From an optimization exercise on the open Yosys and OpenROAD flow, aimed at small area and a short achievable clock period; shortcuts taken in it are not production practice.
The RTL was checked by simulation tests, not by an equivalence proof against the original design.

## flow/design.v (module list and top-level ports; edited modules follow where they fit)
// module pipelined_array_multiplier: 3542 lines
// module mul_fa: 10 lines
// module mul_bpp: 10 lines
// module mul_bpp0: 8 lines
// module mul_ha: 9 lines
// module mul_xnor: 7 lines
// module mul_inv: 6 lines
// module mul_nand2: 7 lines
// module mul_nor2: 7 lines
// module mul_xor2: 7 lines
// module mul_aoi21: 8 lines
// module mul_oai21: 8 lines
// module mul_or: 7 lines
module pipelined_array_multiplier (
    input  logic        clk_i,
    input  logic        clk_en_i,
    input  logic        rst_n_i,
    input  logic [31:0] multiplicand_i,
    input  logic [31:0] multiplier_i,
    input  logic        data_valid_i,
    output logic [63:0] product_o,
    output logic        data_valid_o
);
  // ...
==> flow/flow/run.sh <==
#!/bin/bash
# Layout flow: the standard ORFS flow (standard.sh) with the standard
# synthesis unchanged, plus
#  - after floorplan, combinational cells downsized to their smallest drive
#    strength (flow/downsize.tcl), so that area is only spent where timing
#    repair asks for it;
#  - optionally a chosen buffer cell for the port buffers.
# Settings are in flow/settings.sh. Each tool's output goes to a log here.
set -euo pipefail
cd "$(dirname "$0")/.."
W=$PWD
source flow/settings.sh
args=()
if [[ "$DOWNSIZE" != "none" ]]; then
  args+=("POST_FLOORPLAN_TCL=$W/flow/downsize.tcl" "DOWNSIZE_FAMILIES=$DOWNSIZE")
fi
args+=("SETUP_SLACK_MARGIN=$SETUP_MARGIN")
if [[ -n "$PORT_BUFFER" ]]; then
  args+=("BUFFER_PORTS_ARGS=-buffer_cell $PORT_BUFFER")
fi
args+=($EXTRA)
bash standard.sh synth > flow_synth.log 2>&1
bash standard.sh "${args[@]}" finish > flow_layout.log 2>&1
==> flow/flow/downsize.tcl <==
# Downsize combinational cells to the smallest drive strength of their
# family (same function and footprint). Timing repair later sizes the
# critical ones back up. Registers and clock cells are left alone.
# DOWNSIZE_FAMILIES: space-separated family names (e.g. a22oi), or "all".
set families [expr {[info exists ::env(DOWNSIZE_FAMILIES)] ? $::env(DOWNSIZE_FAMILIES) : "all"}]
set skip {^(dfxtp|dfxbp|dfrtp|dfrbp|dfstp|dfbbp|dfsbp|dfrtn|dfbbn|edfxtp|edfxbp|sdf.*|sedf.*|dl.*|clk.*|conb|tap.*|fill.*|decap.*|diode.*|probe.*|lpflow.*)$}
set smallest [dict create]
set count 0
foreach inst [get_cells *] {
  set ref [get_property $inst ref_name]
  if {![regexp {^sky130_fd_sc_hd__(.+)_(\d+)$} $ref -> fam drive]} { continue }
  if {[regexp $skip $fam]} { continue }
  if {$families ne "all" && [lsearch -exact $families $fam] < 0} { continue }
  if {![dict exists $smallest $fam]} {
    set best ""
    set best_area 1e9
    foreach lc [get_lib_cells sky130_fd_sc_hd__${fam}_*] {
      set name [get_property $lc name]
      if {![regexp "^sky130_fd_sc_hd__${fam}_\\d+\$" $name]} { continue }
      if {[get_property $lc dont_use]} { continue }
      set a [get_property $lc area]
      if {$a < $best_area} { set best $name; set best_area $a }
    }
    dict set smallest $fam $best
  }
  set to [dict get $smallest $fam]
  if {$to ne "" && $to ne $ref} {
    replace_cell $inst $to
    incr count
  }
}
puts "downsize: replaced $count cells"
==> flow/flow/settings.sh <==
SETUP_MARGIN=7.45
DOWNSIZE="all"
PORT_BUFFER=sky130_fd_sc_hd__buf_2
EXTRA=""
==> flow/standard.sh <==
#!/bin/bash
# synth_recipe.tcl (not shown) runs the flow's synth.tcl, then flattens the netlist and writes it again
# the make line also repeats each setting of config.mk as NAME=value (left out here)
make -C /OpenROAD-flow-scripts/flow DESIGN_CONFIG=/design/flow/config.mk WORK_HOME=/design/flow/orfs CLKGATE_MAP_FILE= SYNTH_SCRIPT=/design/flow/synth_recipe.tcl "${@:-finish}"
==> flow/config.mk <==
export PLATFORM = sky130hd
export DESIGN_NAME = pipelined_array_multiplier
export DESIGN_NICKNAME = pipelined_array_multiplier
export VERILOG_FILES = /design/flow/design.v
export SDC_FILE = /design/flow/constraint.sdc
export NUM_CORES = 4
export LEC_CHECK = 0
export CAP_MARGIN = 20
export CORE_MARGIN = 2
export CORE_UTILIZATION = 40
export SLEW_MARGIN = 20
export SYNTH_HIERARCHICAL = 1
export SYNTH_MINIMUM_KEEP_SIZE = 0
==> flow/constraint.sdc <==
create_clock -name core_clock -period 11.0 [get_ports {clk_i}]
set_input_delay 2.2000 -clock core_clock [delete_from_list [all_inputs] [get_ports {clk_i}]]
set_output_delay 2.2000 -clock core_clock [all_outputs]
set_load 0.01 [all_outputs]
==> impl_metrics.env, run 1 <==
export IMPL_outcome="timing/DRC/antenna clean"
export IMPL_slew_violations=0
export IMPL_r2r_start="a_q[26]"
export IMPL_cp_slowest_cell="fa_1"
export IMPL_dp_hpwl_mm=76.9
export IMPL_gr_usage_met1=0.342
export IMPL_yosysMostFrequentCell="xor2_1"
export IMPL_regArea_um2=9700
export IMPL_finish_utilization=0.421
export IMPL_path_buf_inv=1
export IMPL_largest_reg_flops=177
export IMPL_synth_edf_count=321
export IMPL_worstMarginPinSlew_ns=1.07
export IMPL_syn_num_nets=3411
export IMPL_die_y_um=304
export IMPL_largestClassByArea="multi-input gates"
export IMPL_crit_required_ns=11.31
export IMPL_synth_cells=2858
export IMPL_cts_root_buf="clkbuf_16"
export IMPL_critPathMaxFanout=33
export IMPL_wirelength_mm=123
export IMPL_dp_slack_ns=6.66
export IMPL_ios=133
export IMPL_clock_sinks=324
export IMPL_min_from="v_q[2]"
export IMPL_top_layer="met5"
export IMPL_multi_input_area_share=0.620
export IMPL_num_rows=110
export IMPL_design_area_um2=37800
export IMPL_rr_endpoint="r0_q[75]"
export IMPL_fin_crit_sh=0.320
export IMPL_dp_cells=4249
export IMPL_synthAdderAreaFrac=0.266
export IMPL_cts_buffers=38
export IMPL_drive_above_1_share=0.112
export IMPL_cp_end_kind="flip-flop"
export IMPL_nClkBuffers=46
export IMPL_cpMostUsedCell="fa_1"
export IMPL_antenna_found_initial=5
==> run 2: changes to the inputs <==
==> flow/flow/settings.sh (replaced) <==
SETUP_MARGIN=7.35
DOWNSIZE="all"
PORT_BUFFER=sky130_fd_sc_hd__buf_2
EXTRA=""
==> run 2 against run 1 <==
  * Clock-buffer cell count up 3
  * Synthesized cell count unchanged
  * Clock skew up 0.013 ns
  * Flip-flop and latch count unchanged
  * Core utilization down 0.26 points
  * Cell area down 0.61%
  * Area after synthesis unchanged
  * Die area unchanged
  * Non-clock buffer count down 1
  * Final cell count about the same
  * Wire length up 1.8%
  * Critical path type unchanged
==> impl_metrics.env, run 2 <==
export IMPL_critPathMaxFanout=33
export IMPL_r2r_start="a_q[12]"
export IMPL_maxSlewHeadroom=0.375
export IMPL_cp_top_family="adder cells"
export IMPL_finalWeightedCongestion=0.950
export IMPL_clock_fmax_mhz=274
export IMPL_yosysWarnings=7
export IMPL_h_tree_depth=2
export IMPL_setup_tns_final_ns=0
export IMPL_wl_per_cell_um=28.8
export IMPL_ys_ff_latch=324
export IMPL_grt_pass1_wl_mm=184
export IMPL_setup_viol=0
export IMPL_synth_area_um2=36100
export IMPL_vias=26100
export IMPL_final_cell_mix="xor2_1, a22oi_1, fa_1, edfxtp_1, nand2_1"
export IMPL_worstMarginPinSlew_ns=0.937
export IMPL_dieWidth_um=304
export IMPL_cap_viol_max_count=0
export IMPL_synth_distinct_cells=20
export IMPL_postPlaceCellArea_um2=35800
export IMPL_clock_sinks=324
export IMPL_firstDrtPassIters=6
export IMPL_ios=133
export IMPL_drt_iter0_drc=2970
export IMPL_dp_hpwl_mm=77.4
export IMPL_cp_end_kind="flip-flop"
export IMPL_slowest_delay_ns=0.60
export IMPL_area_delta_synth_final_pct=4.12
export IMPL_fin_crit_sh=0.332
export IMPL_path_buf_inv=1
export IMPL_hold_path_class="flip-flop to flip-flop"
export IMPL_synth_async_reset_ratio=0
export IMPL_slew_violations=0
export IMPL_crit_required_ns=11.27
export IMPL_outcome="timing/DRC/antenna clean"
export IMPL_synth_edf_count=321
export IMPL_cts_max_path_buffers=3
export IMPL_startpoint="a_q[12]"
export IMPL_syn_num_nets=3411
export IMPL_rsz0062_at_grt="yes"
export IMPL_finalClockSkew_ns=0.0368
export IMPL_cpMostUsedCell="fa_1"
export IMPL_yosysMostFrequentCell="xor2_1"
export IMPL_cp_arrival_ns=3.92
export IMPL_reg_top3="r0_q: 177 flops, p_q: 64 flops, a_q: 32 flops"
export IMPL_design_area_um2=37600
export IMPL_wirelength_mm=125
export IMPL_fp_dieArea_um2=92600
export IMPL_antenna_found_initial=3
export IMPL_drc=0
export IMPL_synth_cells=2858
export IMPL_worstPathCellList="buf_4 -> a22oi_1 -> xor2_1 -> fa_1 -> fa_1 -> fa_1 -> fa_1"
export IMPL_track_usage=0.268
export IMPL_cp_slowest_cell="fa_1"
export IMPL_grt_max_degree=119
export IMPL_hold_viol=0
export IMPL_nets=3670
export IMPL_worstSkewPairLatency_ns=0.60
export IMPL_yosysSeqAreaShare=0.269
export IMPL_grt_pass1_vias=27700
export IMPL_min_from="v_q[1]"
export IMPL_via_per_inst=6.03
export IMPL_min_period_ns=3.65
export IMPL_die_y_um=304
export IMPL_fillCellCount=8553
export IMPL_synth_common_cells="xor2_1, a22oi_2, fa_1"
export IMPL_antenna_left=0
export IMPL_final_common_cell="xor2_1"
export IMPL_yosysTopAreaCellShare=0.267
export IMPL_fp_coreArea_um2=89700
export IMPL_start_util=0.402
export IMPL_drive_above_1_share=0.105
export IMPL_synth_flop_cell="edfxtp_1"
export IMPL_yosysTopAreaCell="edfxtp_1"
export IMPL_port_buffers=132
export IMPL_crit_type="flip-flop to flip-flop"
export IMPL_regArea_um2=9700
export IMPL_regMostFlops="r0_q"
export IMPL_cts_tree="done"
export IMPL_synth_area_leaders="edfxtp_1, fa_1, a22oi_2"
export IMPL_cts_root_buf="clkbuf_16"
export IMPL_grt_overflow_total=0
export IMPL_largest_reg_flops=177
export IMPL_multi_input_area_um2=23300
export IMPL_start_kind="flip-flop"
export IMPL_clk_pin_slew_ns=0.06
export IMPL_syn_area_per_cell_um2=12.6
export IMPL_num_rows=110
export IMPL_cts_buffers=41
==> run 2: cell type report <==
class	count	area share
clock buffer	49	0.0292
clock inverter	24	0.00776
tap	1176	0.0392
inverter	73	0.00730
sequential	324	0.258
multi-input combinational	2457	0.621
timing repair buffer	220	0.0371
antenna	2	0.000133
==> run 2: cells by family (layout without fill, tap and decap cells) <==
family                   Yosys count  in the layout  share of synthesized area
flip-flops                       324            324                      0.269
AO/OA/AOI/OAI                    809            809                      0.232
other                              0              2                          0
XOR/XNOR                         705            705                      0.171
buffers and inverters             77            366                    0.00836
AND/OR/NAND/NOR                  455            455                     0.0531
multiplexers                       3              3                   0.000832
adder cells (fa/ha/maj)          485            485                      0.266
==> run 2: final timing paths <==
path               end  slack, ns  cells past startpoint
min reg2reg     v_q[1]       0.52                      2
max reg2reg  r0_q[121]       7.35                      7
min             v_q[1]       0.52                      2
max          r0_q[121]       7.35                      7
==> run 2: metal layers <==
layer / wire length, µm / up-vias / part of all wire / GRT usage
met3: 15200 / 430 / 0.12 / 0.0935
met5: 26 / - / 0.00021 / 0
met4: 5790 / 4 / 0.046 / 0.120
li1: - / 10700 / - / -
met2: 55400 / 1864 / 0.44 / 0.406
met1: 48300 / 13100 / 0.39 / 0.345
==> run 2: modules after synthesis, one instance, submodules excluded, a selection <==
module | times used | cells | flops+latches
mul_aoi21 | 158 | 1 | 0
mul_bpp | 496 | 2 | 0
mul_ha | 16 | 1 | 0
mul_nor2 | 173 | 1 | 0
mul_oai21 | 140 | 1 | 0
mul_xnor | 41 | 1 | 0
pipelined_array_multiplier | 1 | 443 | 324
==> run 2: what timing repair did <==
| action | 4_1_cts | 5_1_grt |
|---|---|---|
| endpoints found under the setup margin | 31 | 48 |
| cloned | 0 | 0 |
| pin swaps | 0 | 2 |
| hold buffers | 0 | 0 |
| resized for setup | 14 | 81 |
| buffers inserted | 0 | 1 |
==> run 2: through the flow <==
stage          instances  worst slack (ns)  utilization  hold slack (ns)
3_5_place_dp        4249              6.69        0.399            0.519
6_report            4325              7.35        0.419            0.523
2_1_floorplan       2858              7.25            -            0.482
4_1_cts             4322              7.36        0.415            0.531
5_1_grt             4323              7.28        0.419            0.562
3_3_place_gp        4249              6.73        0.399            0.521
==> run 2: worst register-to-register path: cells and delay by family, from the launching register on <==
kind,cells,cell delay (ns)
fa+ha+maj,4,1.99
buf+inv,1,0.55
flops,1,0.32
compound gates,1,0.26
xor+xnor,1,0.20
==> run 3: changes to the inputs <==
--- a/flow/flow/run.sh
+++ b/flow/flow/run.sh
@@ -6,2 +6,4 @@
 #    repair asks for it;
+#  - optionally, timing repair also right after detailed placement
+#    (flow/place_repair.tcl);
 #  - optionally a chosen buffer cell for the port buffers.
@@ -17,2 +19,5 @@
 args+=("SETUP_SLACK_MARGIN=$SETUP_MARGIN")
+if [[ "${PLACE_REPAIR:-0}" == 1 ]]; then
+  args+=("POST_DETAIL_PLACE_TCL=$W/flow/place_repair.tcl")
+fi
 if [[ -n "$PORT_BUFFER" ]]; then
==> flow/flow/place_repair.tcl (new file) <==
log_cmd estimate_parasitics -placement
repair_timing_helper -setup
detailed_placement
optimize_mirroring
log_cmd estimate_parasitics -placement
==> flow/flow/settings.sh (replaced) <==
SETUP_MARGIN=7.55
DOWNSIZE="all"
PORT_BUFFER=sky130_fd_sc_hd__buf_2
PLACE_REPAIR=1
EXTRA=""
==> run 3 against run 2 <==
  * Still clean
  * Flip-flop and latch count unchanged
  * Hold slack got worse by 0.0043 ns
  * Global-route usage down 0.47 points
  * Core utilization grew 1.2 points
  * Die area unchanged
  * Fmax is 5.2% higher
  * Via count up 0.46%
  * Worst setup slack better by 0.18 ns
  * Sequential share of layout area fell by 0.69 points
  * Critical path type unchanged
  * Critical endpoint is now p_q[62]
  * Largest cell class unchanged
==> impl_metrics.env, run 3 <==
export IMPL_ios=133
export IMPL_multi_input_area_um2=23900
export IMPL_instances_no_fill=4329
export IMPL_n_antenna_cell=0
export IMPL_yosysWarnings=7
export IMPL_synth_common_cells="xor2_1, a22oi_2, fa_1"
export IMPL_synth_area_um2=36100
export IMPL_cts_root_buf="clkbuf_16"
export IMPL_start_kind="flip-flop"
export IMPL_vias=26200
export IMPL_wl_per_cell_um=28.4
export IMPL_maxSlewHeadroom=0.333
export IMPL_die_y_um=304
export IMPL_antenna_found_initial=0
export IMPL_yosysSeqAreaShare=0.269
export IMPL_start_util=0.402
export IMPL_min_period_ns=3.47
export IMPL_yosysMostFrequentCell="xor2_1"
export IMPL_synth_edf_count=321
export IMPL_cts_max_path_buffers=3
export IMPL_fin_crit_sh=0.316
export IMPL_drt_iter0_drc=3141
export IMPL_synth_cells=2858
export IMPL_clock_fmax_mhz=288
export IMPL_cap_viol_max_count=0
export IMPL_finalWeightedCongestion=0.979
export IMPL_largest_reg_flops=177
export IMPL_worstPathCellList="or2_0 -> fa_1 -> fa_2 -> nor2_1 -> a21oi_2 -> o21ai_2 -> a21oi_1 -> o21ai_1 -> a21oi_1 -> o21ai_1 -> xor2_1 -> inv_1"
export IMPL_antenna_left=0
export IMPL_hold_path_class="flip-flop to flip-flop"
export IMPL_final_common_cell="xor2_1"
export IMPL_critPathMaxFanout=2
export IMPL_area_delta_synth_final_pct=6.99
export IMPL_cp_end_kind="flip-flop"
export IMPL_synth_area_leaders="edfxtp_1, fa_1, a22oi_2"
export IMPL_grt_max_degree=87
export IMPL_yosysTopAreaCellShare=0.267
export IMPL_wirelength_mm=123
export IMPL_fp_coreArea_um2=89700
export IMPL_fillCellCount=8460
export IMPL_setup_viol=0
export IMPL_slowest_delay_ns=0.51
export IMPL_synth_distinct_cells=20
export IMPL_track_usage=0.263
export IMPL_via_per_inst=6.06
export IMPL_syn_num_nets=3411
export IMPL_cp_arrival_ns=3.80
export IMPL_grt_pass1_vias=28300
export IMPL_r2r_start="r0_q[69]"
export IMPL_yosysTopAreaCell="edfxtp_1"
export IMPL_clk_pin_slew_ns=0.06
export IMPL_port_buffers=132
export IMPL_postPlaceCellArea_um2=35800
export IMPL_setup_tns_final_ns=0
export IMPL_h_tree_depth=2
export IMPL_min_from="v_q[0]"
export IMPL_final_cell_mix="xor2_1, a22oi_1, fa_1, edfxtp_1, nand2_1"
export IMPL_design_area_um2=38600
export IMPL_cp_slowest_cell="fa_1"
export IMPL_dp_hpwl_mm=76.1
export IMPL_nets=3676
export IMPL_regMostFlops="r0_q"
export IMPL_num_rows=110
export IMPL_startpoint="r0_q[69]"
export IMPL_grt_overflow_total=0
export IMPL_dieWidth_um=304
export IMPL_reg_top3="r0_q: 177 flops, p_q: 64 flops, a_q: 32 flops"
export IMPL_slew_violations=0
export IMPL_fp_dieArea_um2=92600
export IMPL_clock_sinks=324
export IMPL_syn_area_per_cell_um2=12.6
export IMPL_ys_ff_latch=324
export IMPL_firstDrtPassIters=7
export IMPL_hold_viol=0
export IMPL_regArea_um2=9700
export IMPL_crit_type="flip-flop to flip-flop"
export IMPL_drc=0
export IMPL_grt_pass1_wl_mm=183
export IMPL_cts_buffers=42
export IMPL_synth_async_reset_ratio=0
export IMPL_cts_tree="done"
export IMPL_finalClockSkew_ns=0.0287
export IMPL_crit_required_ns=11.32
export IMPL_drive_above_1_share=0.145
export IMPL_dp_cells=4247
export IMPL_outcome="timing/DRC/antenna clean"
export IMPL_worstMarginPinSlew_ns=0.990
export IMPL_worstSkewPairLatency_ns=0.58
export IMPL_synth_flop_cell="edfxtp_1"
export IMPL_rsz0062_at_grt="yes"
[run 3: cell counts after synthesis]
No cell type changed its count.
[run 3: routing by layer]
metal  share of wire  track usage  vias up  wire length, µm
met3            0.12       0.0841      452            15200
li1                -            -    10700                -
met4           0.047        0.115        0             5810
met5               0      0.00103        -                0
met1            0.38        0.339    13100            47300
met2            0.44        0.407     1961            54700
[run 3: per-module statistics from Yosys (local to each module, per instance), excerpt]
module / cells inside / copies in the design
mul_or: 1 / 41
mul_xnor: 1 / 41
mul_bpp: 2 / 496
mul_nor2: 1 / 173
mul_ha: 1 / 16
mul_xor2: 1 / 121
mul_oai21: 1 / 140
mul_bpp0: 2 / 32
mul_inv: 1 / 57
[run 3: per-stage QoR]
step / worst slack, ns / util / hold slack (ns)
after floorplan: 7.25 / - / 0.482
after global placement: 6.35 / 0.398 / 0.522
after detailed placement: 6.33 / 0.398 / 0.509
after CTS: 7.47 / 0.420 / 0.529
after global routing: 7.40 / 0.430 / 0.545
final: 7.53 / 0.430 / 0.519
[run 3: kinds of logic (layout without fill, tap and decap cells)]
| family | Yosys count | in the layout | synth area share |
|---|---|---|---|
| buffers and inverters | 77 | 372 | 0.00836 |
| adder cells (fa/ha/maj) | 485 | 485 | 0.266 |
| multiplexers | 3 | 3 | 0.000832 |
| AO/OA/AOI/OAI | 809 | 809 | 0.232 |
| AND/OR/NAND/NOR | 455 | 455 | 0.0531 |
| XOR/XNOR | 705 | 705 | 0.171 |
| flip-flops | 324 | 324 | 0.269 |
[run 3: cell type report]
cell class / count / area share
clock buffers: 49 / 0.0285
clock inverters: 25 / 0.00742
inverters: 73 / 0.00710
multi-input cells: 2457 / 0.620
flip-flops and latches: 324 / 0.251
well taps: 1176 / 0.0381
repair buffers: 225 / 0.0477
[run 3: final timing paths]
check | to | slack (ns) | cells after the start
max reg2reg | p_q[62] | 7.53 | 12
min | v_q[0] | 0.52 | 2
max | p_q[62] | 7.53 | 12
min reg2reg | v_q[0] | 0.52 | 2
[run 3: worst max-delay path: cells and delay by family (launching register included)]
kind                       cells  cell delay [ns]
AOI/OAI and AO/OA              6             0.97
xor gates and xnor gates       1             0.15
adders and majority gates      2             1.00
buffers and inverters          1             0.06
DFF                            1             0.40
and+or+nand+nor                2             0.63
[run 3: repair_timing]
| action | in CTS | in global routing |
|---|---|---|
| pin swaps | 7 | 16 |
| buffers inserted | 4 | 4 |
| setup endpoints to repair | 138 | 83 |
| hold buffers | 0 | 0 |
| gates resized for setup | 149 | 268 |
==> run 4: changes to the inputs <==
==> flow/flow/settings.sh (replaced) <==
SETUP_MARGIN=7.65
DOWNSIZE="all"
PORT_BUFFER=sky130_fd_sc_hd__buf_2
PLACE_REPAIR=0
EXTRA="CTS_CLUSTER_SIZE=30 CTS_CLUSTER_DIAMETER=100 CORE_UTILIZATION=55"
==> run 4 against run 3 <==
  * Sequential share of layout area down 0.73 points
  * Final cell count shrank 7.1%
  * Clock skew grew 0.0055 ns
  * Global-route usage up 11 points
  * Critical path depth decreased by 4
  * Wire length increased by 5.2%
  * Critical path type unchanged
  * Largest cell class unchanged
  * Highest routed layer is now met5
==> impl_metrics.env, run 4 <==
export IMPL_die_y_um=260
export IMPL_finish_utilization=0.614
export IMPL_maxSlewHeadroom=0.230
export IMPL_hold_viol=0
export IMPL_fp_coreArea_um2=64700
export IMPL_reg_top3="r0_q: 177 flops, p_q: 64 flops, a_q: 32 flops"
export IMPL_synth_cells=2858
export IMPL_worstPathCellList="buf_4 -> buf_12 -> a22oi_1 -> xor2_1 -> fa_1 -> fa_2 -> fa_2 -> fa_1"
export IMPL_cp_end_kind="flip-flop"
export IMPL_track_usage=0.372
export IMPL_largest_reg_flops=177
export IMPL_crit_required_ns=11.34
export IMPL_design_area_um2=39800
export IMPL_clk_pin_slew_ns=0.11
export IMPL_yosysTopAreaCellShare=0.267
export IMPL_drive_above_1_share=0.221
export IMPL_syn_num_nets=3411
export IMPL_cap_viol_max_count=0
export IMPL_nets=3704
export IMPL_grt_max_degree=148
export IMPL_cts_buffers=22
export IMPL_synth_flop_cell="edfxtp_1"
export IMPL_ys_ff_latch=324
export IMPL_crit_type="flip-flop to flip-flop"
export IMPL_slew_violations=0
export IMPL_cts_tree="done"
export IMPL_synth_area_leaders="edfxtp_1, fa_1, a22oi_2"
export IMPL_wl_per_cell_um=32.2
export IMPL_cts_root_buf="clkbuf_16"
export IMPL_vias=27000
export IMPL_ios=133
export IMPL_rsz0062_at_grt="yes"
export IMPL_clock_fmax_mhz=289
export IMPL_firstDrtPassIters=8
export IMPL_via_per_inst=6.72
export IMPL_slowest_delay_ns=0.65
export IMPL_regMostFlops="r0_q"
export IMPL_final_common_cell="xor2_1"
export IMPL_n_antenna_cell=0
export IMPL_wirelength_mm=129
export IMPL_outcome="timing/DRC/antenna clean"
export IMPL_yosysMostFrequentCell="xor2_1"
export IMPL_worstMarginPinSlew_ns=1.14
export IMPL_holdWs_ns=0.526
export IMPL_dp_hpwl_mm=79.3
export IMPL_area_delta_synth_final_pct=10.2
export IMPL_yosysSeqAreaShare=0.269
export IMPL_synth_async_reset_ratio=0
export IMPL_cp_arrival_ns=3.80
export IMPL_antenna_left=0
export IMPL_fp_dieArea_um2=67700
export IMPL_grt_pass1_wl_mm=184
export IMPL_setup_tns_final_ns=0
export IMPL_worstSkewPairLatency_ns=0.60
export IMPL_cp_slowest_cell="fa_2"
export IMPL_final_cell_mix="xor2_1, a22oi_1, fa_1, edfxtp_1, nand2_1"
export IMPL_grt_pass1_vias=28700
export IMPL_synth_distinct_cells=20
export IMPL_yosysTopAreaCell="edfxtp_1"
export IMPL_h_tree_depth=1
export IMPL_antenna_found_initial=2
export IMPL_syn_area_per_cell_um2=12.6
export IMPL_setup_viol=0
export IMPL_ctsHoldBuffers=0
export IMPL_min_period_ns=3.46
export IMPL_port_buffers=132
export IMPL_fin_crit_sh=0.315
export IMPL_start_util=0.558
export IMPL_cts_max_path_buffers=3
export IMPL_finalWeightedCongestion=0.985
export IMPL_drt_iter0_drc=3713
export IMPL_synth_common_cells="xor2_1, a22oi_2, fa_1"
export IMPL_synth_area_um2=36100
export IMPL_start_kind="flip-flop"
export IMPL_yosysWarnings=7
export IMPL_critPathMaxFanout=17
export IMPL_synth_edf_count=321
export IMPL_fillCellCount=5338
export IMPL_grt_overflow_total=0
export IMPL_dieWidth_um=260
export IMPL_postPlaceCellArea_um2=35300
export IMPL_drc=0
export IMPL_finalClockSkew_ns=0.0342
export IMPL_hold_path_class="flip-flop to flip-flop"
export IMPL_num_rows=93
export IMPL_clock_sinks=324
==> run 4: changes by cell type in the layout (fill, tap and decap cells not counted), sizes merged <==
cell	before	now
buf	222	253
clkbuf	52	42
clkinv	12	7
bufinv	5	2
clkinvlp	4	1
inv	77	79
bufbuf	0	1
==> run 4: critical path, delay by kind of cell (launching register included) <==
kind / cells / cell delay (ns)
XOR/XNOR: 1 / 0.22
AO/OA/AOI/OAI: 1 / 0.24
adder cells (fa/ha/maj): 4 / 2.00
flip-flops: 1 / 0.41
buffers and inverters: 2 / 0.33
==> run 4: path summary, 6_finish.rpt <==
path	startpoint	end	slack (ns)	cells past startpoint
worst max-delay path	a_q[10]	r0_q[31]	7.54	8
worst min-delay path	v_q[1]	v_q[1]	0.53	2
worst max register to register	a_q[10]	r0_q[31]	7.54	8
worst min register to register	v_q[1]	v_q[1]	0.53	2
==> run 4: repair_timing <==
| action | CTS | global route |
|---|---|---|
| endpoints found under the setup margin | 223 | 283 |
| setup buffers | 11 | 31 |
| gates cloned | 1 | 15 |
| resized for setup | 283 | 504 |
| endpoints found under the hold margin | 0 | 0 |
| pin swaps | 16 | 65 |
==> run 4: cells by family after synthesis <==
| family | share of synthesized area |
|---|---|
| flip-flops | 0.269 |
| buffers and inverters | 0.00836 |
| XOR/XNOR | 0.171 |
| multiplexers | 0.000832 |
| AO/OA/AOI/OAI | 0.232 |
| adder cells (fa/ha/maj) | 0.266 |
| AND/OR/NAND/NOR | 0.0531 |
==> run 4: layout make-up <==
| cell class | count | area [µm²] | area share |
|---|---|---|---|
| clock inverter | 16 | 251 | 0.00633 |
| timing repair buffer | 273 | 2920 | 0.0736 |
| inverter | 73 | 274 | 0.00689 |
| sequential | 324 | 9700 | 0.244 |
| multi-input combinational | 2457 | 25000 | 0.628 |
| clock buffer | 23 | 576 | 0.0145 |
| tap | 855 | 1070 | 0.0269 |
==> run 4: through the flow <==
stage          instances  worst slack (ns)
3_5_place_dp        3924              6.86
5_1_grt             4021              7.46
6_report            4021              7.54
2_1_floorplan       2858              7.25
4_1_cts             3975              7.50
3_3_place_gp        3924              6.91
==> run 4: per-layer routing <==
metal	wire length, µm	track usage	up-vias
li1	-	-	10800
met1	47300	0.477	13500
met2	57400	0.577	2153
met3	17200	0.113	515
met4	7500	0.180	2
met5	18	0	-
==> run 4: per-module statistics from Yosys (local to each module, per instance) <==
module / cell area [µm²] / cells
mul_inv: 3.75 / 1
mul_oai21: 5.00 / 1
pipelined_array_multiplier: 10400 / 443
mul_fa: 20.0 / 1
mul_aoi21: 8.76 / 1
mul_bpp0: 12.5 / 2
mul_nand2: 3.75 / 1
mul_nor2: 3.75 / 1
mul_or: 6.26 / 1
mul_xor2: 8.76 / 1
mul_ha: 12.5 / 1
mul_bpp: 21.3 / 2
mul_xnor: 8.76 / 1
==> run 5: changes to the inputs <==
==> flow/flow/settings.sh (replaced) <==
SETUP_MARGIN=7.55
DOWNSIZE="all"
PORT_BUFFER=sky130_fd_sc_hd__buf_2
PLACE_REPAIR=0
EXTRA="CTS_CLUSTER_SIZE=30 CTS_CLUSTER_DIAMETER=100 CORE_UTILIZATION=65"
==> run 5 against run 4 <==
  * Flip-flop and latch count did not move
  * Highest routed layer unchanged
  * Critical path type unchanged
  * Wire length is 6.9% lower
  * Die area shrank 15%
  * Still clean
  * Largest cell class unchanged
==> impl_metrics.env, run 5 <==
export IMPL_slowest_delay_ns=0.63
export IMPL_cpMostUsedCell="fa_1"
export IMPL_synth_edf_count=321
export IMPL_wl_met3_mm=18.6
export IMPL_outcome="timing/DRC/antenna clean"
export IMPL_wirelength_mm=121
export IMPL_start_kind="flip-flop"
export IMPL_fp_coreArea_um2=55000
export IMPL_cp_end_kind="flip-flop"
export IMPL_port_buffers=132
export IMPL_regMostFlops="r0_q"
export IMPL_synthAdderAreaFrac=0.266
export IMPL_hold_path_class="flip-flop to flip-flop"
export IMPL_yosysTopAreaCellShare=0.267
export IMPL_grt_overflow_total=0
export IMPL_slew_violations=0
export IMPL_finalClockSkew_ns=0.0173
export IMPL_drive_above_1_share=0.138
export IMPL_firstDrtPassIters=9
export IMPL_clock_sinks=324
export IMPL_ios=133
export IMPL_drt_iter0_drc=4129
export IMPL_wl_met1_mm=41.2
export IMPL_num_rows=86
export IMPL_critPathMaxFanout=33
export IMPL_synth_area_leaders="edfxtp_1, fa_1, a22oi_2"
export IMPL_synth_compound_area_frac=0.232
export IMPL_yosysMostFrequentCell="xor2_1"
export IMPL_setup_viol=0
export IMPL_via_per_inst=7.08
export IMPL_cts_tree="done"
export IMPL_cts_buffers=17
export IMPL_yosysTopAreaCell="edfxtp_1"
export IMPL_synth_flop_cell="edfxtp_1"
export IMPL_grt_pass1_wl_mm=177
export IMPL_clock_fmax_mhz=290
export IMPL_syn_area_per_cell_um2=12.6
export IMPL_synth_top_family_by_area="adder cells"
export IMPL_wl_per_cell_um=31.2
export IMPL_synth_area_um2=36100
export IMPL_yosysWarnings=7
export IMPL_cp_arrival_ns=3.76
export IMPL_grt_pass1_vias=28700
export IMPL_grt_max_degree=91
export IMPL_yosysSeqAreaShare=0.269
export IMPL_worstPathCellList="buf_6 -> a22oi_2 -> xor2_2 -> fa_1 -> fa_1 -> fa_2 -> fa_1"
export IMPL_clk_pin_slew_ns=0.11
export IMPL_h_tree_depth=1
export IMPL_holdWs_ns=0.529
export IMPL_crit_type="flip-flop to flip-flop"
export IMPL_dieWidth_um=240
export IMPL_fillCellCount=4204
export IMPL_finalWeightedCongestion=1.05
export IMPL_nets=3656
export IMPL_synth_distinct_cells=20
export IMPL_hold_viol=0
export IMPL_crit_required_ns=11.32
export IMPL_top_layer="met5"
export IMPL_cp_slowest_cell="fa_2"
export IMPL_maxSlewHeadroom=0.492
export IMPL_die_y_um=240
export IMPL_cap_viol_max_count=0
export IMPL_yosys_area_share_simple=0.0531
export IMPL_start_util=0.656
export IMPL_drc=0
export IMPL_reg_top3="r0_q: 177 flops, p_q: 64 flops, a_q: 32 flops"
export IMPL_final_cell_mix="xor2_1, a22oi_1, fa_1, edfxtp_1, nand2_1"
export IMPL_rsz0062_at_grt="yes"
export IMPL_synth_xor_area_share=0.171
export IMPL_largest_reg_flops=177
export IMPL_synth_mux_area_frac=0.000832
export IMPL_ys_ff_latch=324
export IMPL_synth_async_reset_ratio=0
export IMPL_syn_num_nets=3411
export IMPL_setup_tns_final_ns=0
export IMPL_worstSkewPairLatency_ns=0.58
export IMPL_cts_root_buf="clkbuf_16"
export IMPL_dr_wl_met2_mm=52.4
export IMPL_track_usage=0.424
export IMPL_final_common_cell="xor2_1"
export IMPL_area_delta_synth_final_pct=3.11
export IMPL_min_period_ns=3.45
export IMPL_fp_dieArea_um2=57400
export IMPL_synth_cells=2858
export IMPL_cts_max_path_buffers=3
export IMPL_antenna_found_initial=4
export IMPL_synth_common_cells="xor2_1, a22oi_2, fa_1"
export IMPL_vias=27400
export IMPL_fin_crit_sh=0.313
export IMPL_antenna_left=0
export IMPL_worstMarginPinSlew_ns=0.763
export IMPL_dp_hpwl_mm=76.2
## run 5: kinds of logic after synthesis
kind of cell / after synthesis
compound gates: 809
xor+xnor: 705
fa+ha+maj: 485
simple gates: 455
flops: 324
buf+inv: 77
mux: 3
## run 5: area by class of cell
class                      count  area (µm²)  area share
clock inverter                11         140     0.00377
clock buffer                  17         425      0.0114
antenna                        4        10.0    0.000269
inverter                      73         274     0.00737
sequential                   324        9700       0.261
tap                          748         936      0.0252
multi-input combinational   2457       23900       0.644
timing repair buffer         230        1760      0.0474
## run 5: modules after synthesis, one instance, submodules excluded, excerpt
| module | cell area, µm² | copies in the design | flip-flops and latches | cells inside |
|---|---|---|---|---|
| mul_bpp0 | 12.5 | 32 | 0 | 2 |
| mul_xor2 | 8.76 | 121 | 0 | 1 |
| pipelined_array_multiplier | 10400 | 1 | 324 | 443 |
| mul_aoi21 | 8.76 | 158 | 0 | 1 |
| mul_xnor | 8.76 | 41 | 0 | 1 |
| mul_or | 6.26 | 41 | 0 | 1 |
| mul_bpp | 21.3 | 496 | 0 | 2 |
| mul_oai21 | 5.00 | 140 | 0 | 1 |
## run 5: per-stage QoR
stage / util / instance area, µm² / instances / setup WS [ns]
after global placement: 0.640 / 35200 / 3818 / 6.79
after global routing: 0.676 / 37200 / 3860 / 7.42
after floorplan: - / 36500 / 2858 / 7.25
after detailed placement: 0.640 / 35200 / 3818 / 6.85
after CTS: 0.661 / 36400 / 3849 / 7.45
final: 0.676 / 37200 / 3864 / 7.55
## run 5: repair_timing
| item | in CTS | in global routing |
|---|---|---|
| setup endpoints to repair | 234 | 156 |
| hold buffers | 0 | 0 |
| buffers inserted | 3 | 11 |
| gates resized for setup | 150 | 219 |
| pin swaps | 7 | 15 |
## run 5: path summary, 6_finish.rpt
path,startpoint,to,slack [ns],depth (start not counted)
min,v_q[2],v_q[2],0.53,2
max reg2reg,a_q[16],r0_q[31],7.55,7
max,a_q[16],r0_q[31],7.55,7
min reg2reg,v_q[2],v_q[2],0.53,2
## run 5: layer usage
layer | track usage | up-vias
met4 | 0.232 | 8
li1 | - | 10700
met3 | 0.171 | 697
met1 | 0.524 | 13400
met5 | 0 | -
met2 | 0.636 | 2598
## run 5: critical path: cells and delay by family, from the launching register on
family	cells	cell delay, ns
flip-flops	1	0.35
adder cells (fa/ha/maj)	4	2.08
buffers and inverters	1	0.40
AO/OA/AOI/OAI	1	0.18
XOR/XNOR	1	0.18
==> run 6: changes to the inputs <==
==> flow/flow/settings.sh (replaced) <==
SETUP_MARGIN=7.55
DOWNSIZE="all"
PORT_BUFFER=sky130_fd_sc_hd__buf_2
PLACE_REPAIR=0
EXTRA="CTS_CLUSTER_SIZE=25 CTS_CLUSTER_DIAMETER=80 CORE_UTILIZATION=55"
==> run 6 against run 5 <==
  * Global-route usage fell by 5.8 points
  * Area after synthesis is the same
  * Non-clock buffer count unchanged
  * Core utilization shrank 9.0 points
  * Via count down 2.5%
  * Worst setup slack worse by 0.071 ns
  * Die area is 18% higher
  * Critical path type unchanged
  * Largest cell class unchanged
  * Highest routed layer is now met4
==> impl_metrics.env, run 6 <==
export IMPL_synth_edf_count=321
export IMPL_synth_area_um2=36100
export IMPL_grt_pass1_vias=28800
export IMPL_drc=0
export IMPL_port_buffers=132
export IMPL_vias=26700
export IMPL_regMostFlops="r0_q"
export IMPL_track_usage=0.366
export IMPL_hold_viol=0
export IMPL_grt_overflow_total=0
export IMPL_cts_buffers=26
export IMPL_cp_top_family="compound AO/OA/AOI/OAI gates"
export IMPL_synth_distinct_cells=20
export IMPL_start_util=0.558
export IMPL_antenna_found_initial=1
export IMPL_syn_area_per_cell_um2=12.6
export IMPL_setup_viol=0
export IMPL_area_delta_synth_final_pct=5.11
export IMPL_antenna_left=0
export IMPL_grt_max_degree=76
export IMPL_maxSlewHeadroom=0.481
export IMPL_via_per_inst=6.69
export IMPL_cts_root_buf="clkbuf_16"
export IMPL_fin_crit_sh=0.320
export IMPL_yosysWarnings=7
export IMPL_finish_utilization=0.586
export IMPL_n_antenna_cell=0
export IMPL_synth_flop_cell="edfxtp_1"
export IMPL_cp_end_kind="flip-flop"
export IMPL_num_rows=93
export IMPL_instances_no_fill=3985
export IMPL_synth_async_reset_ratio=0
export IMPL_cts_max_path_buffers=3
export IMPL_ctsHoldBuffers=0
export IMPL_worstPathCellList="or2_0 -> fa_1 -> xor2_1 -> a21oi_1 -> o21ai_0 -> a21oi_1 -> o21ai_1 -> a21oi_2 -> o21ai_2 -> xor2_1"
export IMPL_min_period_ns=3.52
export IMPL_cp_arrival_ns=3.85
export IMPL_synth_area_leaders="edfxtp_1, fa_1, a22oi_2"
export IMPL_cap_viol_max_count=0
export IMPL_worstSkewPairLatency_ns=0.60
export IMPL_crit_required_ns=11.33
export IMPL_reg_top3="r0_q: 177 flops, p_q: 64 flops, a_q: 32 flops"
export IMPL_start_kind="flip-flop"
export IMPL_yosysTopAreaCell="edfxtp_1"
export IMPL_drive_above_1_share=0.147
export IMPL_ios=133
export IMPL_yosysSeqAreaShare=0.269
export IMPL_largest_reg_flops=177
export IMPL_finalWeightedCongestion=1.01
export IMPL_clock_fmax_mhz=284
export IMPL_ys_ff_latch=324
export IMPL_finalClockSkew_ns=0.0241
export IMPL_slew_violations=0
export IMPL_clock_sinks=324
export IMPL_crit_type="flip-flop to flip-flop"
export IMPL_yosysMostFrequentCell="xor2_1"
export IMPL_nets=3665
export IMPL_cp_slowest_cell="fa_1"
export IMPL_slowest_delay_ns=0.50
export IMPL_fp_coreArea_um2=64700
export IMPL_holdWs_ns=0.534
export IMPL_grt_pass1_wl_mm=181
export IMPL_die_y_um=260
export IMPL_hold_path_class="flip-flop to flip-flop"
export IMPL_rsz0062_at_grt="yes"
export IMPL_syn_num_nets=3411
export IMPL_synth_common_cells="xor2_1, a22oi_2, fa_1"
export IMPL_clk_pin_slew_ns=0.09
export IMPL_fp_dieArea_um2=67700
export IMPL_firstDrtPassIters=6
export IMPL_path_buf_inv=0
export IMPL_yosysTopAreaCellShare=0.267
export IMPL_synth_cells=2858
export IMPL_wirelength_mm=123
export IMPL_design_area_um2=37900
export IMPL_final_cell_mix="xor2_1, a22oi_1, fa_1, edfxtp_1, nand2_1"
export IMPL_h_tree_depth=1
export IMPL_outcome="timing/DRC/antenna clean"
export IMPL_wl_per_cell_um=30.7
export IMPL_cts_tree="done"
export IMPL_dp_cells=3926
export IMPL_postPlaceCellArea_um2=35400
export IMPL_dieWidth_um=260
export IMPL_dp_hpwl_mm=77.4
export IMPL_setup_tns_final_ns=0
export IMPL_drt_iter0_drc=3701
export IMPL_worstMarginPinSlew_ns=0.770
export IMPL_critPathMaxFanout=4
export IMPL_final_common_cell="xor2_1"
[run 6: cell types whose count changed in the layout (fill, tap and decap cells not counted), sizes merged]
| cell | before | now |
|---|---|---|
| inv | 78 | 85 |
| buf | 228 | 227 |
| bufinv | 1 | 0 |
| clkinvlp | 2 | 1 |
| clkinv | 3 | 5 |
| diode | 4 | 0 |
| clkbuf | 19 | 31 |
[run 6: through the flow]
| stage | setup WS (ns) |
|---|---|
| finish | 7.48 |
| global route | 7.44 |
| CTS | 7.53 |
| detailed placement | 6.26 |
| global placement | 6.37 |
| floorplan | 7.25 |
[run 6: layer usage]
| metal | vias to the layer above | global-route usage | routed length [µm] |
|---|---|---|---|
| met4 | 0 | 0.183 | 6860 |
| met2 | 2151 | 0.557 | 54700 |
| met3 | 540 | 0.122 | 16500 |
| li1 | 10700 | - | - |
| met1 | 13300 | 0.468 | 44500 |
| met5 | - | 0 | 0 |
[run 6: per-module statistics from Yosys (local to each module, per instance)]
module / cells inside / cell area (µm²) / copies in the design
mul_inv: 1 / 3.75 / 57
mul_aoi21: 1 / 8.76 / 158
mul_bpp: 2 / 21.3 / 496
mul_ha: 1 / 12.5 / 16
mul_xor2: 1 / 8.76 / 121
mul_nand2: 1 / 3.75 / 143
mul_or: 1 / 6.26 / 41
mul_fa: 1 / 20.0 / 469
mul_nor2: 1 / 3.75 / 173
pipelined_array_multiplier: 443 / 10400 / 1
mul_xnor: 1 / 8.76 / 41
mul_bpp0: 2 / 12.5 / 32
mul_oai21: 1 / 5.00 / 140
[run 6: logic make-up (layout without fill, tap and decap cells)]
logic type               Yosys count  in the layout  synth area share
AO/OA/AOI/OAI                    809            809             0.232
XOR/XNOR                         705            705             0.171
adder cells (fa/ha/maj)          485            485             0.266
AND/OR/NAND/NOR                  455            455            0.0531
flip-flops                       324            324             0.269
buffers and inverters             77            349           0.00836
multiplexers                       3              3          0.000832
[run 6: final cells by class]
type,count,area [µm²]
Sequential cell,324,9700
Fill cell,5525,26800
Clock buffer,28,679
Multi-Input combinational cell,2457,24000
Inverter,73,274
Tap cell,855,1070
Clock inverter,18,269
Timing Repair Buffer,230,1900
[run 6: path summary, 6_finish.rpt]
kind                  from      end  depth (start not counted)  slack (ns)
setup / recovery  r0_q[37]  p_q[55]                         10        7.48
hold / removal      v_q[2]   v_q[2]                          2        0.53
setup reg to reg  r0_q[37]  p_q[55]                         10        7.48
hold reg to reg     v_q[2]   v_q[2]                          2        0.53
[run 6: worst min-delay path: stages, from the launching register on]
cell and delay, ns:
dfxtp_1 0.32, mux2i_1 0.12, nor2b_1 0.06
[run 6: timing repair]
action	4_1_cts	5_1_grt
endpoints found under the setup margin	238	178
gates resized for setup	163	285
pin swaps	10	22
setup buffers	5	8
==> run 7: changes to the inputs <==
==> flow/flow/settings.sh (replaced) <==
SETUP_MARGIN=7.55
DOWNSIZE="all"
PORT_BUFFER=sky130_fd_sc_hd__buf_2
PLACE_REPAIR=0
EXTRA="CTS_CLUSTER_SIZE=30 CTS_CLUSTER_DIAMETER=100 CORE_UTILIZATION=60 PLACE_DENSITY=0.75"
==> run 7 against run 6 <==
  * Worst setup slack better by 0.039 ns
  * Wire length decreased by 1.1%
  * Core utilization increased by 4.2 points
  * Still clean
  * Hold slack worse by 0.0024 ns
  * Critical path type unchanged
  * Global-route usage up 2.1 points
==> impl_metrics.env, run 7 <==
export IMPL_synth_distinct_cells=20
export IMPL_rsz0062_at_grt="yes"
export IMPL_finalClockSkew_ns=0.0444
export IMPL_yosysWarnings=7
export IMPL_finalWeightedCongestion=1.02
export IMPL_hold_path_class="flip-flop to flip-flop"
export IMPL_worstSkewPairLatency_ns=0.59
export IMPL_finish_utilization=0.628
export IMPL_ios=133
export IMPL_drt_iter0_drc=4225
export IMPL_port_buffers=132
export IMPL_regMostFlops="r0_q"
export IMPL_grt_pass1_vias=29300
export IMPL_dieWidth_um=249
export IMPL_maxSlewHeadroom=0.311
export IMPL_synth_cells=2858
export IMPL_startpoint="neg_q[9]"
export IMPL_grt_overflow_total=0
export IMPL_synth_area_um2=36100
export IMPL_slowest_delay_ns=0.64
export IMPL_dp_cells=3844
export IMPL_rr_worst_depth=6
export IMPL_setup_tns_final_ns=0
export IMPL_slew_violations=0
export IMPL_yosysTopAreaCellShare=0.267
export IMPL_synth_async_reset_ratio=0
export IMPL_endpoint="r0_q[149]"
export IMPL_cpMostUsedCell="fa_1"
export IMPL_dp_slack_ns=6.79
export IMPL_synth_area_leaders="edfxtp_1, fa_1, a22oi_2"
export IMPL_final_common_cell="xor2_1"
export IMPL_fin_crit_sh=0.316
export IMPL_reg_top3="r0_q: 177 flops, p_q: 64 flops, a_q: 32 flops"
export IMPL_synth_common_cells="xor2_1, a22oi_2, fa_1"
export IMPL_antenna_left=0
export IMPL_hold_viol=0
export IMPL_fp_dieArea_um2=62100
export IMPL_track_usage=0.386
export IMPL_die_y_um=249
export IMPL_cts_buffers=20
export IMPL_cp_slowest_cell="buf_4"
export IMPL_vias=27400
export IMPL_syn_num_nets=3411
export IMPL_clock_sinks=324
export IMPL_rr_endpoint="r0_q[149]"
export IMPL_cp_arrival_ns=3.80
export IMPL_yosysMostFrequentCell="xor2_1"
export IMPL_yosysTopAreaCell="edfxtp_1"
export IMPL_wirelength_mm=121
export IMPL_wl_per_cell_um=31.1
export IMPL_fp_coreArea_um2=59200
export IMPL_cp_top_family="adder cells"
export IMPL_antenna_found_initial=1
export IMPL_final_cell_mix="xor2_1, a22oi_1, fa_1, edfxtp_1, nand2_1"
export IMPL_nets=3658
export IMPL_setup_ws_ns=7.52
export IMPL_path_buf_inv=1
export IMPL_ctsHoldBuffers=0
export IMPL_regToRegSetupSlack_ns=7.52
export IMPL_num_rows=89
export IMPL_drc=0
export IMPL_firstDrtPassIters=13
export IMPL_min_from="v_q[1]"
export IMPL_crit_type="flip-flop to flip-flop"
export IMPL_via_per_inst=7.03
export IMPL_cap_viol_max_count=0
export IMPL_synth_edf_count=321
export IMPL_h_tree_depth=1
export IMPL_design_area_um2=37200
export IMPL_worst_path_stages=6
export IMPL_outcome="timing/DRC/antenna clean"
export IMPL_worstMarginPinSlew_ns=1.02
export IMPL_r2r_start="neg_q[9]"
export IMPL_start_kind="flip-flop"
export IMPL_area_delta_synth_final_pct=3.15
export IMPL_drive_above_1_share=0.132
export IMPL_cts_tree="done"
export IMPL_dp_hpwl_mm=75.3
export IMPL_grt_max_degree=101
export IMPL_instances_no_fill=3892
export IMPL_n_antenna_cell=0
export IMPL_grt_pass1_wl_mm=179
export IMPL_critPathMaxFanout=35
export IMPL_cp_end_kind="flip-flop"
export IMPL_worstPathCellList="buf_4 -> xor2_1 -> fa_1 -> fa_1 -> fa_1 -> fa_1"
export IMPL_min_period_ns=3.48
export IMPL_clk_pin_slew_ns=0.10
export IMPL_crit_required_ns=11.32
export IMPL_postPlaceCellArea_um2=35200
export IMPL_synth_flop_cell="edfxtp_1"
export IMPL_start_util=0.609
export IMPL_cts_max_path_buffers=3
export IMPL_cts_root_buf="clkbuf_16"
export IMPL_ys_ff_latch=324
export IMPL_setup_viol=0
export IMPL_yosysSeqAreaShare=0.269
export IMPL_largest_reg_flops=177
export IMPL_clock_fmax_mhz=288
export IMPL_syn_area_per_cell_um2=12.6
## run 7: per-stage QoR
| step | hold WS (ns) |
|---|---|
| 2_1_floorplan | 0.482 |
| 6_report | 0.532 |
| 3_5_place_dp | 0.522 |
| 4_1_cts | 0.540 |
| 3_3_place_gp | 0.495 |
| 5_1_grt | 0.559 |
## run 7: what timing repair did
action | in CTS | in global routing
resized for setup | 115 | 215
setup endpoints to repair | 231 | 180
pin swaps | 6 | 16
buffers inserted | 2 | 10
## run 7: per-module statistics from Yosys, one instance, submodules excluded, a selection
| module | flip-flops and latches | copies in the design | cells |
|---|---|---|---|
| mul_bpp0 | 0 | 32 | 2 |
| mul_ha | 0 | 16 | 1 |
| mul_nor2 | 0 | 173 | 1 |
| mul_oai21 | 0 | 140 | 1 |
| mul_or | 0 | 41 | 1 |
| mul_xnor | 0 | 41 | 1 |
## run 7: worst reg2reg max path: cells and delay by family (launching register included)
| kind | cells | cell delay, ns |
|---|---|---|
| flops | 1 | 0.33 |
| fa+ha+maj | 4 | 1.99 |
| buf+inv | 1 | 0.64 |
| xor+xnor | 1 | 0.27 |
## run 7: cell type report
class	instances	area, µm²
clock inverter	15	213
fill	4708	22000
inverter	73	274
sequential	324	9700
timing repair buffer	229	1720
clock buffer	21	526
multi-input combinational	2457	23800
tap	773	967
## run 7: worst min-delay path by stage
stage	cells after the start	end
finish	2	v_q[1]
global route	2	v_q[1]
CTS	2	v_q[1]
detailed placement	2	v_q[1]
global placement	2	v_q[1]
floorplan	2	v_q[0]
## run 7: kinds of logic after synthesis
family                   after synthesis  synth area share
adder cells (fa/ha/maj)              485             0.266
XOR/XNOR                             705             0.171
multiplexers                           3          0.000832
buffers and inverters                 77           0.00836
AO/OA/AOI/OAI                        809             0.232
flip-flops                           324             0.269
AND/OR/NAND/NOR                      455            0.0531
## run 7: metal layers
layer	GRT usage	wire (µm)
met5	0	0
met1	0.462	40100
met2	0.589	53400
met3	0.162	19300
met4	0.217	8310
==> run 8: changes to the inputs <==
==> flow/flow/settings.sh (replaced) <==
SETUP_MARGIN=7.6
DOWNSIZE="all"
PORT_BUFFER=sky130_fd_sc_hd__buf_2
PLACE_REPAIR=0
EXTRA="CTS_CLUSTER_SIZE=30 CTS_CLUSTER_DIAMETER=100 CORE_UTILIZATION=65"
==> run 8 against run 7 <==
  * Clock skew shrank 0.018 ns
  * Still clean
  * Fmax grew 0.70%
  * Synthesized cell count is the same
  * Global-route usage grew 3.9 points
  * Via count shrank 0.18%
  * Cell area grew 2.0%
==> impl_metrics.env, run 8 <==
export IMPL_rr_worst_depth=11
export IMPL_synth_distinct_cells=20
export IMPL_ios=133
export IMPL_synth_flop_cell="edfxtp_1"
export IMPL_dieWidth_um=240
export IMPL_slew_violations=0
export IMPL_synth_edf_count=321
export IMPL_fin_crit_sh=0.314
export IMPL_h_tree_depth=1
export IMPL_cts_root_buf="clkbuf_16"
export IMPL_reg_top3="r0_q: 177 flops, p_q: 64 flops, a_q: 32 flops"
export IMPL_regMostFlops="r0_q"
export IMPL_syn_num_nets=3411
export IMPL_design_area_um2=38000
export IMPL_regToRegSetupSlack_ns=7.55
export IMPL_worst_path_stages=11
export IMPL_synth_cells=2858
export IMPL_cts_max_path_buffers=3
export IMPL_r2r_start="r0_q[108]"
export IMPL_critPathMaxFanout=4
export IMPL_worstMarginPinSlew_ns=0.805
export IMPL_synth_area_um2=36100
export IMPL_antenna_left=0
export IMPL_yosysWarnings=7
export IMPL_crit_type="flip-flop to flip-flop"
export IMPL_grt_pass1_wl_mm=178
export IMPL_largest_reg_flops=177
export IMPL_port_buffers=132
export IMPL_grt_overflow_total=0
export IMPL_final_common_cell="xor2_1"
export IMPL_die_y_um=240
export IMPL_yosysMostFrequentCell="xor2_1"
export IMPL_wirelength_mm=120
export IMPL_syn_area_per_cell_um2=12.6
export IMPL_hold_path_class="flip-flop to flip-flop"
export IMPL_drc=0
export IMPL_setup_viol=0
export IMPL_clk_pin_slew_ns=0.11
export IMPL_dp_hpwl_mm=76.5
export IMPL_yosysTopAreaCell="edfxtp_1"
export IMPL_start_kind="flip-flop"
export IMPL_clock_fmax_mhz=290
export IMPL_dp_cells=3818
export IMPL_worstSkewPairLatency_ns=0.58
export IMPL_ctsHoldBuffers=0
export IMPL_num_rows=86
export IMPL_yosysTopAreaCellShare=0.267
export IMPL_instances_no_fill=3882
export IMPL_startpoint="r0_q[108]"
export IMPL_nets=3670
export IMPL_cp_end_kind="flip-flop"
export IMPL_synth_area_leaders="edfxtp_1, fa_1, a22oi_2"
export IMPL_synth_common_cells="xor2_1, a22oi_2, fa_1"
export IMPL_min_period_ns=3.45
export IMPL_postPlaceCellArea_um2=35200
export IMPL_wl_per_cell_um=31.0
export IMPL_start_util=0.656
export IMPL_finalClockSkew_ns=0.0264
export IMPL_hold_viol=0
export IMPL_outcome="timing/DRC/antenna clean"
export IMPL_via_per_inst=7.03
export IMPL_fp_dieArea_um2=57400
export IMPL_drt_iter0_drc=4113
export IMPL_final_cell_mix="xor2_1, a22oi_1, fa_1, edfxtp_1, nand2_1"
export IMPL_worstPathCellList="xnor2_1 -> fa_1 -> fa_1 -> xor2_4 -> a21oi_2 -> o21ai_1 -> a21oi_2 -> o21ai_2 -> a21oi_1 -> o21ai_4 -> xor2_2"
export IMPL_grt_max_degree=99
export IMPL_yosysSeqAreaShare=0.269
export IMPL_drive_above_1_share=0.159
export IMPL_slowest_delay_ns=0.58
export IMPL_area_delta_synth_final_pct=5.21
export IMPL_grt_pass1_vias=28900
export IMPL_track_usage=0.425
export IMPL_synth_async_reset_ratio=0
export IMPL_rsz0062_at_grt="yes"
export IMPL_holdWs_ns=0.538
export IMPL_path_buf_inv=0
export IMPL_clock_sinks=324
export IMPL_setup_tns_final_ns=0
export IMPL_cts_tree="done"
export IMPL_finalWeightedCongestion=1.08
export IMPL_cp_slowest_cell="fa_1"
export IMPL_cts_buffers=21
export IMPL_maxSlewHeadroom=0.463
export IMPL_ys_ff_latch=324
export IMPL_endpoint="p_q[43]"
export IMPL_rr_endpoint="p_q[43]"
export IMPL_crit_required_ns=11.33
export IMPL_fillCellCount=4061
export IMPL_finish_utilization=0.690
export IMPL_vias=27300
export IMPL_firstDrtPassIters=7
export IMPL_cp_top_family="compound AO/OA/AOI/OAI gates"
export IMPL_antenna_found_initial=1
export IMPL_cp_arrival_ns=3.78
export IMPL_fp_coreArea_um2=55000
export IMPL_cap_viol_max_count=0
-- run 8: timing repair --
item	CTS	global route
gates resized for setup	179	354
endpoints found under the setup margin	275	160
setup buffers	10	14
pin swaps	11	36
endpoints found under the hold margin	0	0
-- run 8: per-layer routing --
| layer | vias to the layer above | global-route usage | wire, µm |
|---|---|---|---|
| met1 | 13400 | 0.524 | 41200 |
| met2 | 2475 | 0.642 | 53400 |
| li1 | 10700 | - | - |
| met5 | - | 0 | 0 |
| met3 | 675 | 0.172 | 18100 |
| met4 | 0 | 0.226 | 7820 |
-- run 8: tightest hold or removal path, stage by stage, from the launching register on --
cell,delay [ns]
dfxtp_1,0.33
mux2i_1,0.12
nor2b_1,0.06
-- run 8: logic make-up (layout without fill, tap and decap cells) --
family / Yosys count / count (layout) / share of synthesized area
muxes: 3 / 3 / 0.000832
DFF: 324 / 324 / 0.269
AOI/OAI and AO/OA: 809 / 809 / 0.232
and+or+nand+nor: 455 / 455 / 0.0531
buffers and inverters: 77 / 349 / 0.00836
adders and majority gates: 485 / 485 / 0.266
xor gates and xnor gates: 705 / 705 / 0.171
other: 0 / 4 / 0
-- run 8: metrics by stage --
stage / setup slack [ns]
2_1_floorplan: 7.25
3_3_place_gp: 6.83
3_5_place_dp: 6.74
4_1_cts: 7.50
5_1_grt: 7.47
6_report: 7.55
-- run 8: layout make-up --
| cell class | count | area, µm² | share of cell area |
|---|---|---|---|
| tap | 748 | 936 | 0.0247 |
| sequential | 324 | 9700 | 0.256 |
| clock inverter | 15 | 218 | 0.00574 |
| timing repair buffer | 240 | 2080 | 0.0549 |
| antenna | 4 | 10.0 | 0.000264 |
| clock buffer | 21 | 526 | 0.0138 |
| inverter | 73 | 274 | 0.00722 |
| multi-input combinational | 2457 | 24200 | 0.638 |
-- run 8: worst min path at each step --
stage / start / to / cells past startpoint
5_1_grt: v_q[2] / v_q[2] / 2
3_3_place_gp: v_q[0] / v_q[0] / 2
2_1_floorplan: v_q[0] / v_q[0] / 2
6_report: v_q[2] / v_q[2] / 2
3_5_place_dp: v_q[1] / v_q[2] / 2
4_1_cts: v_q[2] / v_q[2] / 2
-- run 8: per-module statistics from Yosys (local to each module, per instance), excerpt --
module / cell area, µm² / times used / cells
mul_nand2: 3.75 / 143 / 1
mul_oai21: 5.00 / 140 / 1
mul_inv: 3.75 / 57 / 1
mul_bpp: 21.3 / 496 / 2
pipelined_array_multiplier: 10400 / 1 / 443
mul_or: 6.26 / 41 / 1
mul_bpp0: 12.5 / 32 / 2
==> run 9: changes to the inputs <==
==> flow/flow/settings.sh (replaced) <==
SETUP_MARGIN=7.55
DOWNSIZE="all"
PORT_BUFFER=sky130_fd_sc_hd__buf_2
PLACE_REPAIR=0
EXTRA="CTS_CLUSTER_SIZE=30 CTS_CLUSTER_DIAMETER=100 CORE_UTILIZATION=55 TNS_END_PERCENT=0"
==> run 9 against run 8 <==
  * Wire length grew 2.8%
  * Clock-buffer cell count shrank 2
  * Critical path depth is 4 lower
  * Largest cell class unchanged
  * Cell area fell by 2.8%
  * Core utilization is 12 points lower
  * Flip-flop and latch count unchanged
  * Global-route usage decreased by 5.7 points
  * Critical endpoint is now r0_q[149]
  * Synthesized cell count unchanged
  * Die area increased by 18%
  * First-iteration DRC count decreased by 7.8%
==> impl_metrics.env, run 9 <==
export IMPL_hold_path_class="flip-flop to flip-flop"
export IMPL_yosysTopAreaCell="edfxtp_1"
export IMPL_clk_pin_slew_ns=0.11
export IMPL_multi_input_area_um2=23700
export IMPL_syn_num_nets=3411
export IMPL_finalWeightedCongestion=1.01
export IMPL_drt_iter0_drc=3793
export IMPL_grt_pass1_vias=28400
export IMPL_ys_ff_latch=324
export IMPL_synth_distinct_cells=20
export IMPL_fp_coreArea_um2=64700
export IMPL_yosys_area_share_simple=0.0531
export IMPL_finalClockSkew_ns=0.0227
export IMPL_syn_area_per_cell_um2=12.6
export IMPL_yosysWarnings=7
export IMPL_cp_arrival_ns=3.90
export IMPL_final_cell_mix="xor2_1, a22oi_1, fa_1, edfxtp_1, nand2_1"
export IMPL_whs_path_depth=2
export IMPL_regMostFlops="r0_q"
export IMPL_cp_end_kind="flip-flop"
export IMPL_synth_common_cells="xor2_1, a22oi_2, fa_1"
export IMPL_synth_area_um2=36100
export IMPL_start_util=0.558
export IMPL_cts_max_path_buffers=3
export IMPL_synth_flop_cell="edfxtp_1"
export IMPL_crit_required_ns=11.31
export IMPL_drc=0
export IMPL_nets=3659
export IMPL_drive_above_1_share=0.120
export IMPL_crit_type="flip-flop to flip-flop"
export IMPL_startpoint="a_q[27]"
export IMPL_n_antenna_cell=0
export IMPL_r2r_start="a_q[27]"
export IMPL_start_kind="flip-flop"
export IMPL_rr_worst_depth=7
export IMPL_reg_top3="r0_q: 177 flops, p_q: 64 flops, a_q: 32 flops"
export IMPL_synth_cells=2858
export IMPL_synthAdderAreaFrac=0.266
export IMPL_cts_buffers=19
export IMPL_outcome="timing/DRC/antenna clean"
export IMPL_dieWidth_um=260
export IMPL_cts_tree="done"
export IMPL_cts_root_buf="clkbuf_16"
export IMPL_yosysMostFrequentCell="xor2_1"
export IMPL_track_usage=0.368
export IMPL_regToRegSetupSlack_ns=7.41
export IMPL_clock_sinks=324
## run 9: cell families (layout without fill, tap and decap cells)
kind of cell             Yosys count  after routing
flip-flops                       324            324
AO/OA/AOI/OAI                    809            809
adder cells (fa/ha/maj)          485            485
AND/OR/NAND/NOR                  455            455
multiplexers                       3              3
XOR/XNOR                         705            705
buffers and inverters             77            335
## run 9: per-module statistics from Yosys, one instance, submodules excluded, excerpt
module | cell area, µm² | copies in the design | cells | flip-flops and latches
mul_inv | 3.75 | 57 | 1 | 0
mul_xnor | 8.76 | 41 | 1 | 0
mul_or | 6.26 | 41 | 1 | 0
mul_fa | 20.0 | 469 | 1 | 0
mul_bpp0 | 12.5 | 32 | 2 | 0
mul_ha | 12.5 | 16 | 1 | 0
mul_aoi21 | 8.76 | 158 | 1 | 0
mul_nor2 | 3.75 | 173 | 1 | 0
mul_oai21 | 5.00 | 140 | 1 | 0
## run 9: per-layer routing
| layer | track usage | part of all wire |
|---|---|---|
| met1 | 0.475 | 0.37 |
| met2 | 0.563 | 0.45 |
| met3 | 0.121 | 0.13 |
| met4 | 0.171 | 0.054 |
| met5 | 0 | 0 |
## run 9: layout make-up
class / instances / share of cell area
Tap cell: 855 / 0.0290
Clock inverter: 12 / 0.00437
Timing Repair Buffer: 231 / 0.0428
Sequential cell: 324 / 0.263
Clock buffer: 19 / 0.0129
Inverter: 73 / 0.00742
Multi-Input combinational cell: 2457 / 0.641
## run 9: worst min-delay path by stage
stage           start  endpoint
2_1_floorplan  v_q[0]    v_q[0]
3_3_place_gp   v_q[2]    v_q[2]
3_5_place_dp   v_q[2]    v_q[2]
4_1_cts        v_q[2]    v_q[2]
5_1_grt        v_q[2]    v_q[2]
6_report       v_q[2]    v_q[2]
## run 9: what timing repair did
action,CTS,global route
pin swaps,1,16
hold buffers,0,0
endpoints found under the setup margin,275,264
gates resized for setup,47,180
setup buffers,1,13
## run 9: per-stage QoR
step                worst slack [ns]  cell area, µm²  cells  hold WS [ns]
global route                    7.40           36900   3971         0.559
detailed placement              6.81           35400   3926         0.514
global placement                6.85           35400   3926         0.497
finish                          7.41           36900   3971         0.533
CTS                             7.42           36200   3958         0.535
floorplan                       7.25           36200   2858         0.482
## run 9: critical path, cell delays in order (launching register included)
cell and delay [ns]:
edfxtp_1 0.35, buf_4 0.52, a22oi_1 0.21, xor2_1 0.20, fa_1 0.48, fa_1 0.50, fa_1 0.59, fa_1 0.47

## re-timing with driven ports
In the flow no input, the clock included, has a driving cell. The finished layouts below were timed again as built, in two steps. Step 1 assumes that a clkbuf_16 drives the clock port and a buf_2 every other input. Step 2, shift: input delay + t, output delay - t, t = (earliest + latest rising clock arrival at the registers) / 2. This alone moves slack from input paths to output paths. a / b / c = no drivers / after step 1 / after step 2; a / b = the first two.
run | shift t [ns] | slack for setup (ns) | worst hold slack (ns) | worst setup path after step 2 | worst data-port slew with drivers (ns)
run 1 | 0.645 | 7.476 / 7.476 / 7.057 | 0.516 / 0.516 / 0.516 | input to register | 0.06
run 2 | 0.653 | 7.347 / 7.347 / 6.870 | 0.523 / 0.523 / 0.523 | input to register | 0.07
run 3 | 0.635 | 7.527 / 7.527 / 7.049 | 0.519 / 0.519 / 0.519 | input to register | 0.06
run 4 | 0.646 | 7.537 / 7.478 / 7.159 | 0.526 / 0.526 / 0.526 | input to register | 0.07
run 5 | 0.635 | 7.555 / 7.532 / 7.033 | 0.529 / 0.529 / 0.529 | input to register | 0.05
run 6 | 0.651 | 7.484 / 7.484 / 7.030 | 0.534 / 0.534 / 0.534 | input to register | 0.05
run 7 | 0.631 | 7.523 / 7.517 / 6.998 | 0.532 / 0.532 / 0.532 | input to register | 0.05
run 8 | 0.627 | 7.547 / 7.503 / 7.136 | 0.538 / 0.538 / 0.538 | input to register | 0.05
run 9 | 0.633 | 7.408 / 7.408 / 6.954 | 0.533 / 0.533 / 0.533 | input to register | 0.06
After both steps setup and hold are still met in every run listed. The setup slack of run 7, which loses most, moves by -0.006 ns with the drivers and by -0.525 ns with both steps.
